Background: an optimization exercise with open tools, aiming at small area and a short achievable clock period. Do not read the settings as production practice. Only simulation tests tie the RTL to the original design; equivalence was not proved. Power and IR drop assume default switching activity.

== onyx ==
// matrix_multiplier
module matrix_multiplier #(
  parameter int DATA_WIDTH = 8,
  parameter int A_ROWS = 2,
  parameter int B_COLUMNS = 2,
  parameter int A_COLUMNS_B_ROWS = 2,
  parameter int C_DATA_WIDTH = (2 * DATA_WIDTH) + $clog2(A_COLUMNS_B_ROWS)
) (
  input                           clk_i,
  input                           reset_i,
  input                           valid_i,
  output logic                    valid_o,
  input        [A_ROWS * A_COLUMNS_B_ROWS * DATA_WIDTH-1:0]   a_i,
  input        [A_COLUMNS_B_ROWS * B_COLUMNS * DATA_WIDTH-1:0] b_i,
  output logic [A_ROWS * B_COLUMNS * C_DATA_WIDTH-1:0]         c_o
);
Size in the first run: ~1700 cells after synthesis, about 430 flip-flops, roughly 21000 um^2 of cells after synthesis.
Settings: LEC_CHECK=0, ABC_CLOCK_PERIOD_IN_PS=2400, CAP_MARGIN=20, CORE_MARGIN=2, CORE_UTILIZATION=40, SETUP_SLACK_MARGIN=4.4, SLEW_MARGIN=20, SYNTH_HIERARCHICAL=1; clock period 6.8 ns.
standard.sh (not shown) runs the stock make flow with config.mk's settings and CLKGATE_MAP_FILE= SYNTH_SCRIPT=/design/flow/synth_recipe.tcl, a recipe that flattens the netlist after the stock synthesis.
==> flow/flow/run.sh <==
#!/bin/bash
# Own flow: the standard layout (standard.sh), with the ports buffered by
# plain buf_1 cells instead of the delay-buffer cell buffer_ports picks itself
# (every input and output port still gets its own buffer), and a clock tree
# built without dummy loads, with clusters of up to 14 registers, each driven by a clkbuf_8.
set -euo pipefail
export BUFFER_PORTS_ARGS="-buffer_cell sky130_fd_sc_hd__buf_1"
export CTS_ARGS="-sink_clustering_enable -repair_clock_nets -dont_use_dummy_load -sink_clustering_buffer sky130_fd_sc_hd__clkbuf_8 -sink_clustering_size 14 -sink_clustering_max_diameter 80"
bash standard.sh > standard.log 2>&1
onyx: PASS, flow complete, no timing, DRC or antenna violations
> inputs changed (onyx -> willow)
# onyx
export LEC_CHECK = 0
export ABC_CLOCK_PERIOD_IN_PS = 2400
export CAP_MARGIN = 20
export CORE_MARGIN = 2
export CORE_UTILIZATION = 40
export SETUP_SLACK_MARGIN = 4.4
export SLEW_MARGIN = 20
export SYNTH_HIERARCHICAL = 1
create_clock -name core_clock -period 6.8 [get_ports {clk_i}]
# willow
export LEC_CHECK = 0
export ABC_CLOCK_PERIOD_IN_PS = 2350
export CAP_MARGIN = 20
export CORE_MARGIN = 2
export CORE_UTILIZATION = 40
export SETUP_SLACK_MARGIN = 4.45
export SLEW_MARGIN = 20
export SYNTH_HIERARCHICAL = 1
create_clock -name core_clock -period 6.8 [get_ports {clk_i}]
Findings:
On via count, willow tracks onyx almost exactly. Compared to onyx, willow has utilization 1.4 points higher. Compared to onyx, willow reaches a higher achievable clock. When the final numbers for willow and onyx were put side by side, the first-pass iteration count of the detailed router turned out to be smaller in willow. Status: sequential logic power parity (onyx, willow). Across both runs, worst path setup slack after routing was higher for willow than for onyx. Going from onyx to willow, shortest period the worst path allows moved down, area added between synthesis and finish climbed 3.4 points.
Input changes introduced in garnet (baseline for comparison: willow):
# willow
export LEC_CHECK = 0
export ABC_CLOCK_PERIOD_IN_PS = 2350
export CAP_MARGIN = 20
export CORE_MARGIN = 2
export CORE_UTILIZATION = 40
export SETUP_SLACK_MARGIN = 4.45
export SLEW_MARGIN = 20
export SYNTH_HIERARCHICAL = 1
create_clock -name core_clock -period 6.8 [get_ports {clk_i}]
# garnet
export LEC_CHECK = 0
export ABC_CLOCK_PERIOD_IN_PS = 2400
export CAP_MARGIN = 20
export CORE_MARGIN = 2
export CORE_UTILIZATION = 40
export SETUP_SLACK_MARGIN = 4.4
export SLEW_MARGIN = 20
export SYNTH_HIERARCHICAL = 1
create_clock -name core_clock -period 6.8 [get_ports {clk_i}]
==> flow/flow/run.sh <==
#!/bin/bash
# Own flow: the standard layout (standard.sh), with the ports buffered by
# plain buf_1 cells instead of the delay-buffer cell buffer_ports picks itself
# (every input and output port still gets its own buffer), and a clock tree
# built without dummy loads and with clkbuf_8 leaf buffers.
set -euo pipefail
export BUFFER_PORTS_ARGS="-buffer_cell sky130_fd_sc_hd__buf_1"
export CTS_ARGS="-sink_clustering_enable -repair_clock_nets -dont_use_dummy_load -sink_clustering_buffer sky130_fd_sc_hd__clkbuf_8"
bash standard.sh > standard.log 2>&1
Results
Relative to willow, vias per cell increased by 0.057 in garnet.
Comparing the two runs side by side, garnet comes out ahead of willow on leakage power summed over all cells.
willow ended up with flop to primary output as its critical path start-end classification; garnet ended up with flop to flop.
On highest clock rate: between willow and garnet, it ends up lower for garnet.
#### Input delta (sierra over garnet)
# garnet
export LEC_CHECK = 0
export ABC_CLOCK_PERIOD_IN_PS = 2400
export CAP_MARGIN = 20
export CORE_MARGIN = 2
export CORE_UTILIZATION = 40
export SETUP_SLACK_MARGIN = 4.4
export SLEW_MARGIN = 20
export SYNTH_HIERARCHICAL = 1
create_clock -name core_clock -period 6.8 [get_ports {clk_i}]
# sierra
export LEC_CHECK = 0
export ABC_CLOCK_PERIOD_IN_PS = 2400
export CAP_MARGIN = 20
export CORE_MARGIN = 2
export CORE_UTILIZATION = 55
export PLACE_DENSITY = 0.7
export SETUP_SLACK_MARGIN = 4.4
export SLEW_MARGIN = 20
export SYNTH_HIERARCHICAL = 1
create_clock -name core_clock -period 6.8 [get_ports {clk_i}]
==> flow/flow/run.sh <==
#!/bin/bash
# Own flow: the standard layout (standard.sh), with the ports buffered by
# plain buf_1 cells instead of the delay-buffer cell buffer_ports picks itself
# (every input and output port still gets its own buffer), and a clock tree
# built without dummy loads, with clusters of up to 14 registers, each driven by a clkbuf_8.
set -euo pipefail
export BUFFER_PORTS_ARGS="-buffer_cell sky130_fd_sc_hd__buf_1"
export CTS_ARGS="-sink_clustering_enable -repair_clock_nets -dont_use_dummy_load -sink_clustering_buffer sky130_fd_sc_hd__clkbuf_8 -sink_clustering_size 14 -sink_clustering_max_diameter 80"
bash standard.sh > standard.log 2>&1
--- outcome ---
Summary of sierra over garnet: total cell area at the placement stage saw a decrease, worst setup slack after layout saw an increase, delay of the slowest cell on the worst path saw a decrease, initial core utilization saw an increase.
Going from garnet to sierra, number of standard-cell rows in the floorplan shrank by more than 10%.
Compared with garnet, in sierra count of vias placed by the detailed router has remained practically unchanged, register fraction of the total cell area has increased.
sierra: estimated wirelength of the detail-placed design lower than garnet

[re-timing with driven ports]
The results above use ideal ports. As a check the final layouts listed here were re-extracted and re-timed, cells and wires unchanged. Step 1: set_driving_cell puts a clkbuf_16 on clk_i and a buf_2 on each other input, an assumption about the parent block. Step 2, shift: input delay + t, output delay - t, t = (earliest + latest rising clock arrival at the registers) / 2. This alone moves slack from input paths to output paths. Slacks: ideal / step 1 / step 2; pairs: ideal / step 1.
run | t, ns | setup WS [ns] | hold WS [ns] | worst setup path after step 2 | clock arrival spread, ns
onyx | 0.577 | 4.435 / 4.398 / 4.435 | 0.330 / 0.330 / 0.330 | register to register | 0.046 / 0.045
willow | 0.572 | 4.457 / 4.403 / 4.458 | 0.330 / 0.330 / 0.330 | register to register | 0.044 / 0.044
garnet | 0.583 | 4.444 / 4.398 / 4.444 | 0.322 / 0.322 / 0.322 | register to register | 0.041 / 0.041
sierra | 0.551 | 4.451 / 4.400 / 4.454 | 0.302 / 0.302 / 0.302 | register to register | 0.062 / 0.063
After both steps every run listed still meets setup and hold.
